Context: an optimization exercise on an open-source flow, tuned for small area. The choices shown serve that exercise and are no tape-out recipe.
Function was checked by simulation only, so behaviour that the tests miss may differ from the original.
The clock input has no modelled driver; a real chip could not lean on it and would need a root buffer or a full tree.
Power figures rest on the tool's default switching activity, not on a simulated workload.

## wave_wrapper
module wave_wrapper(
 input clk,
 input rst,
 input enable,
 input [2:0] wave_in_wrapper,
 input [2:0] amp_wrapper,
 input [1:0] dc_wrapper,
 input [1:0] sel_f_wrapper,
 input [1:0] noise_sel,
 input [2:0] noise_amp,
 output [23:0] wave_out
);
 reg  [7:0] dcnt;
 reg        clk_en;
 reg  [7:0] dlast;
 always @(*) begin
  case (sel_f_wrapper)
   2'b00: dlast = 8'h32;
   2'b01: dlast = 8'h02;
   2'b10: dlast = 8'h2A;
   default: dlast = 8'h0A;
  endcase
 end
 wire dfb = dcnt[7] ^ dcnt[4] ^ dcnt[2] ^ dcnt[1] ^ ~(|dcnt[6:0]);
 wire dhit = (dcnt == dlast);
 always @(posedge clk) begin
  dcnt   <= (rst | dhit) ? 8'h85 : {dcnt[6:0], dfb};
  clk_en <= ~rst & dhit;
 end
 reg r1, r2, c1, c2;
 reg [7:0] aqq;
 always @(posedge clk) begin
  r1 <= rst;
  r2 <= r1;
  c1 <= clk_en;
  c2 <= c1;
 end
 wire [7:0] ainc;
 rca #(8) u_ainc (.a(aqq), .b(8'd0), .ci(c2), .s(ainc), .co());
 wire [7:0] aprev = r2 ? 8'd0 : ainc;           
 always @(posedge clk) aqq <= aprev;
 wire [2:0] anow_t;
  ...
clock: 10.0 ns
lec_check: 0
abc_area: 1
cap_margin: 20
core_margin: 2
core_utilization: 40
gpl_timing_driven: 0
slew_margin: 20
standard.sh (not shown) runs the stock make flow with config.mk's settings and CLKGATE_MAP_FILE= SYNTH_SCRIPT=/design/flow/synth_recipe.tcl, a recipe that flattens the netlist after the stock synthesis.
==> flow/flow/run.sh <==
#!/bin/bash
# Layout flow: the standard ORFS flow (standard.sh) with three changes,
# made in a copy of the ORFS scripts:
#  - synthesis uses flow/abc_area.script as its ABC script (area-oriented
#    mapping of the logic between the registers; the registers themselves
#    are the standard synthesis's, untouched);
#  - port buffers use the smallest buffer cell;
#  - the clock tree is built by flow/clock_tree.tcl (four clock buffers,
#    each driving one quarter of the flip-flops) in place of TritonCTS; the
#    rest of the CTS step (timing repair, legalisation) is ORFS's.
# make's output goes to flow_make.log; each ORFS step logs to orfs/logs/.
set -euo pipefail
here=$(pwd)
rm -rf "$here/scripts"
cp -r "$FLOW_HOME/scripts" "$here/scripts"
cp "$here/flow/abc_area.script" "$here/scripts/abc_area.script"
cp "$here/flow/clock_tree.tcl" "$here/scripts/clock_tree.tcl"
grep -q 'log_cmd clock_tree_synthesis {\*}$cts_args' "$here/scripts/cts.tcl"
sed -i 's|log_cmd clock_tree_synthesis {\*}$cts_args|source $::env(SCRIPTS_DIR)/clock_tree.tcl|' "$here/scripts/cts.tcl"
bash standard.sh SCRIPTS_DIR="$here/scripts" \
  "BUFFER_PORTS_ARGS=-buffer_cell sky130_fd_sc_hd__buf_1" \
  finish > "$here/flow_make.log" 2>&1
Other scripts of this flow, unchanged in this note and not shown: flow/flow/abc_area.script, flow/flow/clock_tree.tcl
Rerun with:
- CAP_MARGIN: 20 -> 0
- SLEW_MARGIN: 20 -> 0
Result: Wire length went down slightly; register-to-register slack is worse by 0.13 ns; global-route usage went down by 0.19 points; via count stays flat.
No run of this note takes its clock network from TritonCTS; it comes from the design's own scripts or RTL.

Setup of build 81:
wave_wrapper again, from the RTL that the note above started with.
export LEC_CHECK = 0
export ABC_AREA = 1
export CAP_MARGIN = 20
export CORE_MARGIN = 2
export CORE_UTILIZATION = 60
export GPL_TIMING_DRIVEN = 0
export SLEW_MARGIN = 20
create_clock -name core_clock -period 10.0 [get_ports {clk}]
==> flow/flow/run.sh <==
#!/bin/bash
# Layout flow: the standard ORFS flow (standard.sh) with these changes,
# made in copies of the ORFS scripts:
#  - synthesis uses flow/abc_area.script as its ABC script (ABC's &deepsyn
#    and area-oriented mapping of the logic between the registers; the
#    registers are the standard synthesis's, untouched).  &deepsyn is
#    randomised: synthesis runs once per seed (NSYN seeds, in parallel, each
#    in its own work folder syn_<seed>/) and the smallest netlist is kept;
#  - port buffers use the smallest buffer cell;
#  - the repairs of max slew and capacitance aim at the limits themselves
#    (no margin) up to clock tree synthesis, and 15% below them after
#    global routing, whose parasitics are closer to the final ones;
#  - the clock tree is built by flow/clock_tree.tcl (four clock buffers,
#    each driving one quarter of the flip-flops) in place of TritonCTS; the
#    rest of the CTS step (timing repair, legalisation) is ORFS's.
# Each make's output goes to a log in this folder (synth_<seed>.log,
# flow_make.log); each ORFS step logs to <work folder>/logs/.
set -euo pipefail
here=$(pwd)
NSYN=4
prep_scripts() {
  rm -rf "$1"
  cp -r "$FLOW_HOME/scripts" "$1"
  sed "s/@SEED@/$2/" "$here/flow/abc_area.script" > "$1/abc_area.script"
  cp "$here/flow/clock_tree.tcl" "$1/clock_tree.tcl"
  grep -q 'log_cmd clock_tree_synthesis {\*}$cts_args' "$1/cts.tcl"
  sed -i 's|log_cmd clock_tree_synthesis {\*}$cts_args|source $::env(SCRIPTS_DIR)/clock_tree.tcl|' "$1/cts.tcl"
}
pids=()
for s in $(seq 1 $NSYN); do
  prep_scripts "$here/scripts_$s" "$s"
  bash standard.sh WORK_HOME="$here/syn_$s" SCRIPTS_DIR="$here/scripts_$s" synth \
    > "$here/synth_$s.log" 2>&1 &
  pids+=($!)
done
for p in "${pids[@]}"; do wait "$p" || true; done
best=""; best_area=""
for s in $(seq 1 $NSYN); do
  rpt="$here/syn_$s/reports/$FLOW_PLATFORM/wave_wrapper/base/synth_stat.txt"
  [[ -f "$here/syn_$s/results/$FLOW_PLATFORM/wave_wrapper/base/1_synth.odb" && -f "$rpt" ]] || continue
  a=$(sed -n "s/.*Chip area for module.*: \([0-9.]*\).*/\1/p" "$rpt" | tail -1)
  echo "seed $s: synthesis area $a" | tee -a "$here/synth_choice.log"
  if [[ -z "$best" ]] || awk -v a="$a" -v b="$best_area" 'BEGIN{exit !(a < b)}'; then
    best=$s; best_area=$a
  fi
done
[[ -n "$best" ]]
echo "kept seed $best ($best_area)" | tee -a "$here/synth_choice.log"
mkdir -p "$here/orfs"
cp -a "$here/syn_$best/." "$here/orfs/"
bash standard.sh SCRIPTS_DIR="$here/scripts_$best" \
  "BUFFER_PORTS_ARGS=-buffer_cell sky130_fd_sc_hd__buf_1" \
  CAP_MARGIN=0 SLEW_MARGIN=0 cts > "$here/flow_make.log" 2>&1
bash standard.sh SCRIPTS_DIR="$here/scripts_$best" \
  "BUFFER_PORTS_ARGS=-buffer_cell sky130_fd_sc_hd__buf_1" \
  CAP_MARGIN=15 SLEW_MARGIN=15 finish >> "$here/flow_make.log" 2>&1
Other scripts of this flow, unchanged in this note and not shown: flow/flow/abc_area.script, flow/flow/clock_tree.tcl
Build 81 completed every stage of the flow, and the final layout passed the timing, design-rule and antenna checks.
Edits applied to the flow inputs when going from build 81 to build 87:
Settings: a change of CORE_UTILIZATION from 60 to 55.
## What came out
Diff build 81 -> build 87: detailed-route via count shrank by 179; design area went up about 1%; height of the die increased about 4.3%; worst-case setup margin in the final layout has decreased. Power (higher): build 81. Build 87 vs build 81 — number of antenna violations at the first check in global routing dropped 1. A launch point of the critical path of aqq[2] is what build 87 shows, while aqq[1] belongs to build 81.
The inputs of build 31 differ from those of build 87 as listed below.
Settings: changing CORE_UTILIZATION from 55 to 65.
--- outcome ---
Diff build 87 -> build 31: met2 track demand over resource went up by 16 points; fraction of final layout cells sized beyond drive strength 1 fell by 0.18 points. Count of standard-cell rows shrinks by a few percent when moving from build 87 to build 31. Cmp build 31 vs build 87: maximum frequency lower in build 31. Build 31: final hold slack higher than build 87. Compared with build 87, build 31 shows met2 wire length that has gone up by more than 10%. Per the comparison of build 31 with build 87, overall via count from detail_route now sits higher; width of the chip shows a reduction of 7.8%; maximum ir drop on the vdd rail went down 0.87%. Between build 31 and build 87, the clock power figures differ only marginally. Row cell area: build 31 lower / build 87 higher.
In every run of this note, the design's own scripts or RTL, not TritonCTS, make the clock network.

separate check: timing with driven ports:
No port has a modelled driver above. Below, the same layouts with a new extraction and two added sets of constraints. Step 1: set_driving_cell puts a clkbuf_16 on clk and a buf_2 on each other input, an assumption about the parent block. Step 2 times the ports against the registers' clock, not the clock port: input delays grow and output delays shrink by t, the midpoint of the rising clock arrivals with the driver on. a / b / c = ideal / step 1 / step 2; a / b = the first two.
run	t (ns)	setup slack, ns	worst hold slack (ns)
the first run of note 1	0.244	0.402 / 0.402 / 0.402	0.369 / 0.369 / 0.369
the second run of note 1	0.246	0.273 / 0.273 / 0.273	0.368 / 0.368 / 0.368
build 81	0.239	0.562 / 0.562 / 0.562	0.356 / 0.356 / 0.356
build 87	0.235	0.546 / 0.546 / 0.546	0.355 / 0.355 / 0.355
build 31	0.240	0.395 / 0.395 / 0.395	0.366 / 0.366 / 0.366
After both steps setup and hold are still met in every run listed.
